From an optimization exercise on the open Yosys and OpenROAD flow, aimed at small area, a short achievable clock period and few clock cycles; shortcuts taken in it are not production practice. Only simulation tests tie the RTL to the original design; equivalence was not proved. Power is estimated from default activity; no workload was simulated.

==> flow/design.v <==
`timescale 1ns / 1ps
module md5(
    input clk,
    input reset,
    input [0:8*8-1] input_num,
    input input_valid,
    output  [0:128-1] output_hash,
    output  output_valid
);
localparam [31:0] H0 = 32'h67452301;
localparam [31:0] H1 = 32'hefcdab89;
localparam [31:0] H2 = 32'h98badcfe;
localparam [31:0] H3 = 32'h10325476;
reg [31:0] ap, b, c, d;
reg [31:0] m0, m1;
reg [6:0] cnt;
reg pre, vld;
wire [31:0] w0 = {input_num[8*3+:8], input_num[8*2+:8], input_num[8*1+:8], input_num[8*0+:8]};
wire [31:0] w1 = {input_num[8*7+:8], input_num[8*6+:8], input_num[8*5+:8], input_num[8*4+:8]};
wire run = ~pre & ~vld;
wire rnd = run & ~cnt[6];
wire fin = run & cnt[6];
reg [31:0] f;
always @(*) begin
    case (cnt[5:4])
        2'd0: f = (b & c) | (~b & d);
        2'd1: f = (d & b) | (~d & c);
        2'd2: f = b ^ c ^ d;
        default: f = c ^ (b | ~d);
    endcase
end
wire [31:0] t = ap + f;
wire [31:0] t4 = {t[27:0], t[31:28]};
reg [1:0] lo;
always @(*) begin
    case ({cnt[5:4], cnt[1:0]})
        4'd0: lo = 3;  4'd1: lo = 3;  4'd2: lo = 3;  4'd3: lo = 2;
        4'd4: lo = 1;  4'd5: lo = 0;  4'd6: lo = 0;  4'd7: lo = 0;
        4'd8: lo = 0;  4'd9: lo = 2;  4'd10: lo = 2; 4'd11: lo = 3;
        4'd12: lo = 2; 4'd13: lo = 1; 4'd14: lo = 1; default: lo = 1;
    endcase
end
reg [31:0] tl;
always @(*) begin
    case (lo)
        2'd0: tl = t4;
        2'd1: tl = {t4[30:0], t4[31]};
        2'd2: tl = {t4[29:0], t4[31:30]};
        default: tl = {t4[28:0], t4[31:29]};
    endcase
end
reg [31:0] x;
always @(*) begin
    if (!rnd) x = 32'd0;
    else case (cnt[1:0])
        2'd0: x = tl;
        2'd1: x = {tl[26:0], tl[31:27]};
        2'd2: x = {tl[21:0], tl[31:22]};
        default: x = {tl[15:0], tl[31:16]};
    endcase
end
wire [31:0] y = fin ? ap : b;
wire [31:0] bn = y + x;
reg [31:0] kc;
always @(*) begin
    if (pre) kc = 32'h2e7d7303;
    else case (cnt)
        7'd0: kc = 32'he8c7b756;
        7'd1: kc = 32'h2420715b;
        7'd2: kc = 32'hc1bdceee;
        7'd3: kc = 32'hf57c0faf;
        7'd4: kc = 32'h4787c62a;
        7'd5: kc = 32'ha8304613;
        7'd6: kc = 32'hfd469501;
        7'd7: kc = 32'h698098d8;
        7'd8: kc = 32'h8b44f7af;
        7'd9: kc = 32'hffff5bb1;
        7'd10: kc = 32'h895cd7be;
        7'd11: kc = 32'h6b901122;
        7'd12: kc = 32'hfd987193;
        7'd13: kc = 32'ha67943ce;
        7'd14: kc = 32'h49b40821;
        7'd15: kc = 32'hf61e2562;
        7'd16: kc = 32'hc040b340;
        7'd17: kc = 32'h265e5a51;
        7'd18: kc = 32'he9b6c7aa;
        7'd19: kc = 32'hd62f105d;
        7'd20: kc = 32'h02441453;
        7'd21: kc = 32'hd8a1e681;
        7'd22: kc = 32'he7d3fbc8;
        7'd23: kc = 32'h21e1cde6;
        7'd24: kc = 32'hc3370816;
        7'd25: kc = 32'hf4d50d87;
        7'd26: kc = 32'h455a14ed;
        7'd27: kc = 32'ha9e3e905;
        7'd28: kc = 32'hfcefa478;
        7'd29: kc = 32'h676f02d9;
        7'd30: kc = 32'h8d2a4c8a;
        7'd31: kc = 32'hfffa3942;
        7'd32: kc = 32'h8771f681;
        7'd33: kc = 32'h6d9d6122;
        7'd34: kc = 32'hfde5384c;
        7'd35: kc = 32'ha4beea44;
        7'd36: kc = 32'h4bdecfa9;
        7'd37: kc = 32'hf6bb4b60;
        7'd38: kc = 32'hbebfbc70;
        7'd39: kc = 32'h289b7ec6;
        7'd40: kc = 32'heaa127fa;
        7'd41: kc = 32'hd4ef3085;
        7'd42: kc = 32'h04881d05;
        7'd43: kc = 32'hd9d4d039;
        7'd44: kc = 32'he6db99e5;
        7'd45: kc = 32'h1fa27cf8;
        7'd46: kc = 32'hc4ac56e5;
        7'd47: kc = 32'hf4292244;
        7'd48: kc = 32'h432aff97;
        7'd49: kc = 32'hab9423e7;
        7'd50: kc = 32'hfc93a039;
        7'd51: kc = 32'h655b59c3;
        7'd52: kc = 32'h8f0ccc92;
        7'd53: kc = 32'hffeff47d;
        7'd54: kc = 32'h85845dd1;
        7'd55: kc = 32'h6fa87e4f;
        7'd56: kc = 32'hfe2ce6e0;
        7'd57: kc = 32'ha3014314;
        7'd58: kc = 32'h4e0811a1;
        7'd59: kc = 32'hf7537e82;
        7'd60: kc = 32'hbd3af235;
        7'd61: kc = 32'h2ad7d33b;
        7'd62: kc = 32'heb86d391;
        7'd63: kc = 32'h67452301;
        7'd64: kc = 32'h10325476;
        7'd65: kc = 32'h98badcfe;
        7'd66: kc = 32'hefcdab89;
        default: kc = 32'd0;
    endcase
end
wire s0 = cnt == 7'd18 || cnt == 7'd40 || cnt == 7'd47;
wire s1 = cnt == 7'd0 || cnt == 7'd15 || cnt == 7'd35 || cnt == 7'd54;
wire [31:0] ms = pre ? w0 : ((s0 && !vld) ? m0 : ((s1 && !vld) ? m1 : 32'd0));
wire [31:0] pn = d + kc + ms;
always @(posedge clk) begin
    if (reset) begin
        pre <= 1'b1;
        vld <= 1'b0;
        cnt <= 7'd0;
        b <= H1;
        c <= H2;
        d <= H3;
    end else begin
        b <= bn;
        if (pre) begin
            if (input_valid) pre <= 1'b0;
        end else if (!vld) begin
            cnt <= cnt + 7'd1;
            c <= b;
            d <= c;
            if (cnt == 7'd66) vld <= 1'b1;
        end
    end
end
always @(posedge clk) begin
    if (!vld) ap <= pn;
end
always @(posedge clk) begin
    if (pre && input_valid) begin
        m0 <= w0;
        m1 <= w1;
    end
end
assign output_valid = vld;
assign output_hash = {d[7:0], d[15:8], d[23:16], d[31:24],
                      ap[7:0], ap[15:8], ap[23:16], ap[31:24],
                      b[7:0], b[15:8], b[23:16], b[31:24],
                      c[7:0], c[15:8], c[23:16], c[31:24]};
endmodule
==> flow/run.sh <==
#!/bin/bash
# synth_recipe.tcl (not shown) runs the flow's synth.tcl, then flattens the netlist and writes it again
# the make line also repeats each setting of config.mk as NAME=value (left out here)
make -C /OpenROAD-flow-scripts/flow DESIGN_CONFIG=/design/flow/config.mk WORK_HOME=/design/flow/orfs CLKGATE_MAP_FILE= SYNTH_SCRIPT=/design/flow/synth_recipe.tcl finish
==> flow/config.mk <==
export PLATFORM = sky130hd
export DESIGN_NAME = md5
export DESIGN_NICKNAME = md5
export VERILOG_FILES = /design/flow/design.v
export SDC_FILE = /design/flow/constraint.sdc
export NUM_CORES = 4
export LEC_CHECK = 0
export ABC_CLOCK_PERIOD_IN_PS = 3500
export CAP_MARGIN = 20
export CORE_MARGIN = 2
export CORE_UTILIZATION = 50
export SETUP_SLACK_MARGIN = 4.5
export SLEW_MARGIN = 20
==> flow/constraint.sdc <==
create_clock -name core_clock -period 8.5 [get_ports {clk}]
set_input_delay 1.7000 -clock core_clock [delete_from_list [all_inputs] [get_ports {clk}]]
set_output_delay 1.7000 -clock core_clock [all_outputs]
set_load 0.01 [all_outputs]
==> flow_summary_export.csv, run 1 <==
group,metric,value,unit
finish,n_antenna_cell,0,
route,routed_wl,94700,um
worst_setup_path,critPathMostFrequentCell,"a21o_1",
finish,area_growth,32.8,%
synth,syn_inst,2672,
sta,rsz0062_at_grt,"yes",
grt,grt_max_degree,73,
synth,ys.flop_type,"dfxtp_1",
placed_design,port_buffers,195,
grt,grt-ovfl-total,0,
sta,max_freq,150,MHz
route,drtAntennaViolNets,0,
worst_setup_path,max_stage_delay,0.56,ns
sta,hold_viol,0,
synth,synth_simple_gate_area_share,18.7,%
clock_network,clk_latency,0.59,ns
sta,whs,0.530,ns
finish,drive_above_1_share,22.0,%
pwr,power,9.84,mW
synth,netlist_top_cells_area,"edfxtp_1, dfxtp_1, ha_1",
pwr,combPwrFrac,68.6,%
clock_network,cts-buffers-inserted,27,
worst_setup_path,cpMaxStageDelayCell,"or4_4",
pwr,clkPwrFrac,12.4,%
floorplanning,rows,74,
synth,synth_top_area_share,14.0,%
worst_setup_path,cp-end-kind,"flop",
sta,post-route-min-period,6.66,ns
worst_setup_path,crit_required,9.01,ns
synth,syn_area_per_cell,7.68,sq um
pwr,p_seq_share,19.0,%
clock_network,clockBufferDepth,3,
floorplanning,io_pins,196,
clock_network,htreeDepth,1,
worst_setup_path,criticalPathCategory,"flop to flop",
placed_design,gp_congestion,0.993,
synth,synth_compound_area_share,28.3,%
synth,synth_edf_count,96,
clock_network,cts_tree,"done",
finish,fill_cells,3258,
synth,yosys.area_share.adder,10.7,%
outcome,outcome,"finished clean",
synth,ys_warn_count,1,
synth,synth_top_area_cell,"edfxtp_1",
hold_path,hold_path.class,"flop to flop",
worst_setup_path,cp_data_arrival_time,7.17,ns
finish,utilization,67.1,%
sta,setup_tns,0,ns
sta,slew_headroom,25.2,%
worst_setup_path,crit_path_start_kind,"flop",
sta,setup_violations,0,
route,drtIter0Drc,2733,
pwr,p_sw_share,48.1,%
finish,layout.nets,3132,
floorplanning,initial_core_util,50.5,%
flow_run,max_cap_viol_count,0,
grt,grt_pass1_vias,21774,
route,avgRoutedWirePerCell,27.4,um
floorplanning,dieHeight,207,um
synth,synth_xor_area_share,5.03,%
synth,netlist_area,20500,sq um
grt,track_usage,42.2,%
clock_network,cts.clk_slew.worst_paths,0.06,ns
pwr,power_switching,4.73,mW
pwr,power_leakage,10.5,nW
floorplanning,fp.dieW,207,um
synth,ys_ff_latch,235,
floorplanning,dieArea,42700,sq um
sta,fin_skew,0.0211,ns
synth,postSynth.asyncResetShare,0,%
floorplanning,coreArea,40600,sq um
pwr,irDropWorstVdd,0.000228,V
clock_network,clock_sinks,235,
pwr,p_int,5.11,mW
synth,yosysSeqAreaShare,27.6,%
worst_setup_path,cp_num_buf_inv,3,
sta,worst_pin_slew,1.12,ns
route,first_pass_iters,8,
worst_setup_path,r2r_setup_slack,1.84,ns
grt,grt_pass1_wl,135000,um
clock_network,cts-root-buf,"clkbuf_16",
sta,fin_crit_sh,78.3,%
synth,synth_top_family_by_area,"compound AO/OA/AOI/OAI gates",
placed_design,dp.final_hpwl,62800,um
route,viasPerCell,6.74,
route,vias,23322,
route,drc,0,
synth,synth_cell_types,75,
worst_setup_path,crit_family,"compound AO/OA/AOI/OAI gates",
pwr,cellPowerDensity,361,nW/um^2
synth,synth_mux_area_share,4.40,%
worst_setup_path,path_max_fanout,7,
grt,antenna_found_initial,4,
sta,final-max-slew-violation-count,0,
synth,syn_nets,2894,
-- cells by family (layout without fill, tap and decap cells) --
| family | Yosys count | count (layout) |
|---|---|---|
| AO/OA/AOI/OAI | 943 | 943 |
| XOR/XNOR | 117 | 117 |
| adder cells (fa/ha/maj) | 155 | 155 |
| buffers and inverters | 289 | 543 |
| flip-flops | 235 | 235 |
| multiplexers | 85 | 85 |
| AND/OR/NAND/NOR | 848 | 851 |
-- metrics by stage --
step	setup slack (ns)	cells	instance area [sq um]
detailed placement	0.965	3251	23000
finish	1.84	3461	27300
CTS	2.13	3422	26200
global placement	0.940	3250	23000
global route	1.64	3461	27300
floorplan	2.41	2672	20900
-- metal layers --
metal  GRT usage (%)  vias to the layer above  routed length [um]
li1                -                    10203                   -
met5               0                        -                  31
met2            64.4                     1582               41500
met4            29.7                        6                8150
met3            10.2                      420               10500
met1            52.4                    11111               34600
-- power groups by stage --
stage	Sequential [mW]	Combinational, mW	Clock, mW
CTS	1.83	5.95	1.23
global placement	1.84	4.91	0
floorplan	1.67	3.38	0
global route	1.86	7.14	1.27
finish	1.87	6.74	1.22
detailed placement	1.84	4.93	0
-- cell type report --
| class | instances | area [sq um] | share of cell area (%) |
|---|---|---|---|
| clock buffer | 37 | 773 | 2.84 |
| timing repair inverter | 2 | 13.8 | 0.0505 |
| multi-input combinational | 2151 | 15600 | 57.4 |
| tap | 532 | 666 | 2.44 |
| clock inverter | 11 | 135 | 0.496 |
| sequential | 235 | 5700 | 20.9 |
| inverter | 101 | 408 | 1.50 |
| timing repair buffer | 392 | 3930 | 14.4 |
-- final timing paths --
check                       from                  to  cells after the start
max reg2reg  cnt[5]$_SDFFE_PP0P_    b[24]$_SDFF_PP1_                     30
min           c[30]$_SDFFE_PP0P_  d[30]$_SDFFE_PP0P_                      2
max          cnt[5]$_SDFFE_PP0P_    b[24]$_SDFF_PP1_                     30
min reg2reg   c[30]$_SDFFE_PP0P_  d[30]$_SDFFE_PP0P_                      2
-- what timing repair did --
action                     CTS  global route
resized for setup          268           155
cloned                       8             1
pin swaps                   92           110
buffers inserted           115            38
setup endpoints to repair   97            89
hold buffers                 0             0
-- worst reg2reg max path: cells and delay by family, from the launching register on --
| kind | cells | cell delay, ns |
|---|---|---|
| compound gates | 19 | 3.77 |
| simple gates | 2 | 0.66 |
| fa+ha+maj | 2 | 0.62 |
| buf+inv | 3 | 0.47 |
| mux | 3 | 0.47 |
| flops | 1 | 0.42 |
| xor+xnor | 1 | 0.16 |
-- layout by cell type (no fill, tap or decap), types with 17 or more instances in the layout --
master / instances
dfxtp_1: 128
nor3_1: 43
buf_6: 41
or2_2: 38
edfxtp_1: 96
nand3b_1: 31
xor2_1: 19
nand2b_1: 22
nor2b_1: 21
mux2i_1: 35
ha_1: 92
nand3_1: 45
a31oi_1: 49
clkdlybuf4s50_1: 194
inv_1: 86
a21oi_2: 52
buf_4: 131
nand2_1: 325
a211oi_1: 47
fa_1: 30
o211ai_1: 24
o21ai_2: 20
clkbuf_16: 27
o21ai_1: 20
a221oi_1: 27
nor2_1: 203
xnor2_1: 82
o21ai_0: 230
a21oi_1: 218
a21o_1: 39
a22oi_1: 29
ha_4: 17
mux2_2: 32
-- synth_stat cells, types with 7 or more instances --
cell type	count
a311oi_1	8
edfxtp_1	96
or2_2	41
a21boi_0	8
dfxtp_1	139
clkbuf_1	165
o21bai_1	10
nand2_1	338
a2111oi_0	7
mux2_2	32
o211ai_1	24
ha_1	121
fa_1	34
o311ai_0	11
nand4_1	14
xor2_1	20
a22oi_1	35
nor2_1	224
nor3_1	54
o21ai_0	275
a21o_1	40
buf_1	19
xnor2_1	96
inv_1	97
mux2i_1	52
o21a_1	10
a21oi_1	276
and2_1	9
nor2b_1	24
or3_1	12
nand3b_1	31
nand3_1	50
a211oi_1	59
nand2b_1	26
a221oi_1	38
a31oi_1	67
o221ai_1	9
Testbench counts, summed over its fixed seeds: cycles 55,200.
==> run 2: changes to the inputs <==
--- a/flow/config.mk
+++ b/flow/config.mk
@@ -6,8 +6,6 @@
 export NUM_CORES = 4
 export LEC_CHECK = 0
-export ABC_CLOCK_PERIOD_IN_PS = 3500
 export CAP_MARGIN = 20
 export CORE_MARGIN = 2
-export CORE_UTILIZATION = 50
-export SETUP_SLACK_MARGIN = 4.5
+export CORE_UTILIZATION = 40
 export SLEW_MARGIN = 20
==> run 2 against run 1 <==
Effect of this change:
- still clean on timing, DRC and antenna
- design area fell by 12%
- clock skew about the same
- wire length is 7.8% lower
- area after synthesis did not move
- die area up 24%
- non-clock buffer count shrank 138
- largest cell class unchanged
==> flow_summary_export.csv, run 2 <==
group,metric,value,unit
worst_setup_path,cpMaxStageDelayCell,"dfxtp_2",
finish,area_growth,16.9,%
grt,grt_pass1_wl,129000,um
route,drtAntennaViolNets,0,
worst_setup_path,path_max_fanout,33,
synth,synth_edf_count,96,
synth,ys.flop_type,"dfxtp_1",
floorplanning,initial_core_util,40.3,%
flow_run,max_cap_viol_count,0,
worst_setup_path,regToRegStartpoint,"cnt[5]$_SDFFE_PP0P_",
sta,setup_violations,0,
clock_network,htreeDepth,1,
synth,postSynth.asyncResetShare,0,%
grt,antenna_found_initial,2,
synth,synth_top_area_cell,"edfxtp_1",
sta,post-route-min-period,7.83,ns
finish,drive_above_1_share,7.24,%
worst_setup_path,cp_num_buf_inv,2,
finish,final_cell_mix,"nand2_1, a21oi_1, o21ai_0",
worst_setup_path,crit_path_start,"cnt[5]$_SDFFE_PP0P_",
synth,syn_area_per_cell,7.68,sq um
placed_design,port_buffers,195,
sta,max_freq,128,MHz
finish,layout.nets,2990,
sta,setup_tns,0,ns
sta,fin_skew,0.0214,ns
route,first_pass_iters,6,
route,viasPerCell,6.21,
pwr,clkPwrFrac,14.6,%
clock_network,cts-buffers-inserted,28,
synth,syn_nets,2894,
worst_setup_path,crit_family,"compound AO/OA/AOI/OAI gates",
grt,grt_pass1_vias,19976,
outcome,outcome,"finished clean",
clock_network,clk_latency,0.59,ns
synth,netlist_top_cells_area,"edfxtp_1, dfxtp_1, ha_1",
hold_path,min_delay_path_depth,2,
pwr,p_seq_share,22.8,%
worst_setup_path,worstSetupPathDepth,29,
sta,final-max-slew-violation-count,0,
pwr,power,8.08,mW
worst_setup_path,crit_required,8.95,ns
synth,yosysMostFrequentCell,"nand2_1",
worst_setup_path,ff2ff_path_depth,29,
route,drtIter0Drc,2449,
synth,synth_cell_types,75,
clock_network,cts-root-buf,"clkbuf_16",
placed_design,gp_congestion,1.02,
worst_setup_path,cp-end-kind,"flop",
synth,ys_warn_count,1,
synth,ys_ff_latch,235,
grt,track_usage,31.9,%
pwr,irDropWorstVdd,0.000206,V
clock_network,clock_sinks,235,
worst_setup_path,max_stage_delay,0.58,ns
clock_network,cts_setup_buffers,0,
worst_setup_path,crit_path_start_kind,"flop",
sta,whs,0.530,ns
clock_network,clockBufferDepth,3,
placed_design,dp.final_hpwl,65000,um
clock_network,cts.clk_slew.worst_paths,0.06,ns
grt,grt_max_degree,67,
worst_setup_path,criticalPathCategory,"flop to flop",
sta,fin_crit_sh,92.1,%
floorplanning,dieArea,53200,sq um
route,vias,21545,
pwr,p_int,4.09,mW
route,routed_wl,87400,um
floorplanning,fp.dieW,231,um
pwr,p_sw_share,49.4,%
pwr,combPwrFrac,62.6,%
pwr,power_switching,3.99,mW
finish,mostFrequentLayoutCell,"nand2_1",
floorplanning,rows,83,
placed_design,pre_cts_ws,0.837,ns
clock_network,cts_resized,0,
route,avgRoutedWirePerCell,25.2,um
finish,final_cell_area,24000,sq um
placed_design,post_dp_cell_area,23100,sq um
worst_setup_path,cp_data_arrival_time,8.28,ns
floorplanning,coreArea,51000,sq um
sta,worst_slack,0.673,ns
synth,yosysSeqAreaShare,27.6,%
grt,grt-ovfl-total,0,
clock_network,cts_hold_buf,0,
sta,hold_viol,0,
floorplanning,dieHeight,231,um
synth,synth_top_area_share,14.0,%
synth,netlist_area,20500,sq um
sta,rsz0062_at_grt,"no",
hold_path,hold_path.class,"flop to flop",
hold_path,hp-start,"c[31]$_SDFFE_PP1P_",
sta,worst_pin_slew,1.13,ns
floorplanning,io_pins,196,
pwr,power_leakage,9.35,nW
synth,syn_inst,2672,
route,drc,0,
pwr,cellPowerDensity,337,nW/um^2
sta,slew_headroom,24.7,%
synth,synth_commonest_cells,"nand2_1, a21oi_1, o21ai_0, nor2_1, clkbuf_1",
clock_network,cts_tree,"done",
run 2: cell counts after synthesis:
Identical to the previous run, type by type.
run 2: tightest hold or removal path, cell delays in order (launching register included):
cell,delay [ns]
dfxtp_1,0.36
nand2_1,0.08
a21oi_1,0.06
run 2: cell families (layout without fill, tap and decap cells):
family                     count (synthesis)  count (layout)  synth area share [%]
other                                      0               1                     0
DFF                                      235             235                  27.6
AOI/OAI and AO/OA                        943             943                  28.3
muxes                                     85              85                  4.40
buffers and inverters                    289             407                  5.31
adders and majority gates                155             155                  10.7
and+or+nand+nor                          848             848                  18.7
xor gates and xnor gates                 117             117                  5.03
run 2: metrics by stage:
| stage | util, % | cells |
|---|---|---|
| after floorplan | - | 2672 |
| after global placement | 45.3 | 3418 |
| after detailed placement | 45.3 | 3418 |
| after CTS | 47.1 | 3470 |
| after global routing | 47.1 | 3470 |
| final | 47.1 | 3471 |
run 2: power groups by stage:
stage | clock (mW) | combinational, mW | sequential (mW)
final | 1.18 | 5.06 | 1.84
after detailed placement | 0 | 4.92 | 1.85
after global routing | 1.25 | 5.47 | 1.85
after floorplan | 0 | 3.26 | 1.67
after global placement | 0 | 4.91 | 1.84
after CTS | 1.21 | 4.95 | 1.82
run 2: layout make-up:
type	instances	area, sq um
fillers	5092	27000
multi-input cells	2148	13800
flip-flops and latches	235	5670
repair buffers	254	2400
well taps	680	851
clock buffers	35	747
inverters	101	379
clock inverters	17	145
diodes	1	2.50
run 2: final timing paths:
kind	to	slack (ns)
worst min-delay path	d[31]$_SDFFE_PP0P_	0.53
worst max register to register	b[21]$_SDFF_PP0_	0.67
worst max-delay path	b[21]$_SDFF_PP0_	0.67
worst min register to register	d[31]$_SDFFE_PP0P_	0.53
run 2: metal layers:
metal	GRT usage [%]	vias up	wire length [um]
met3	3.45	195	6100
met4	12.9	0	3980
met5	0	-	0
met2	51.3	1044	39800
li1	-	9928	-
met1	43.6	10378	37500

-- port drivers added, routing unchanged --
The results above use ideal ports. As a check the final layouts listed here were re-extracted and re-timed, cells and wires unchanged.
Step 1 assumes that a clkbuf_16 drives the clock port and a buf_2 every other input.
Step 2 adds t to the input delays and takes it off the output delays; t is the mean of the earliest and latest rising clock arrival at the registers after step 1. Input paths then give back, and output paths get back, about the clock's delay inside the block.
Slacks: no drivers / after step 1 / after step 2; pairs: no drivers / after step 1.
run	t, ns	slack for setup (ns)	worst setup path at the end	latest minus earliest clock arrival (ns)
run 1	0.645	1.843 / 1.843 / 1.843	register to register	0.021 / 0.021
run 2	0.641	0.673 / 0.673 / 0.673	register to register	0.022 / 0.022
After both steps every run listed still meets setup and hold.
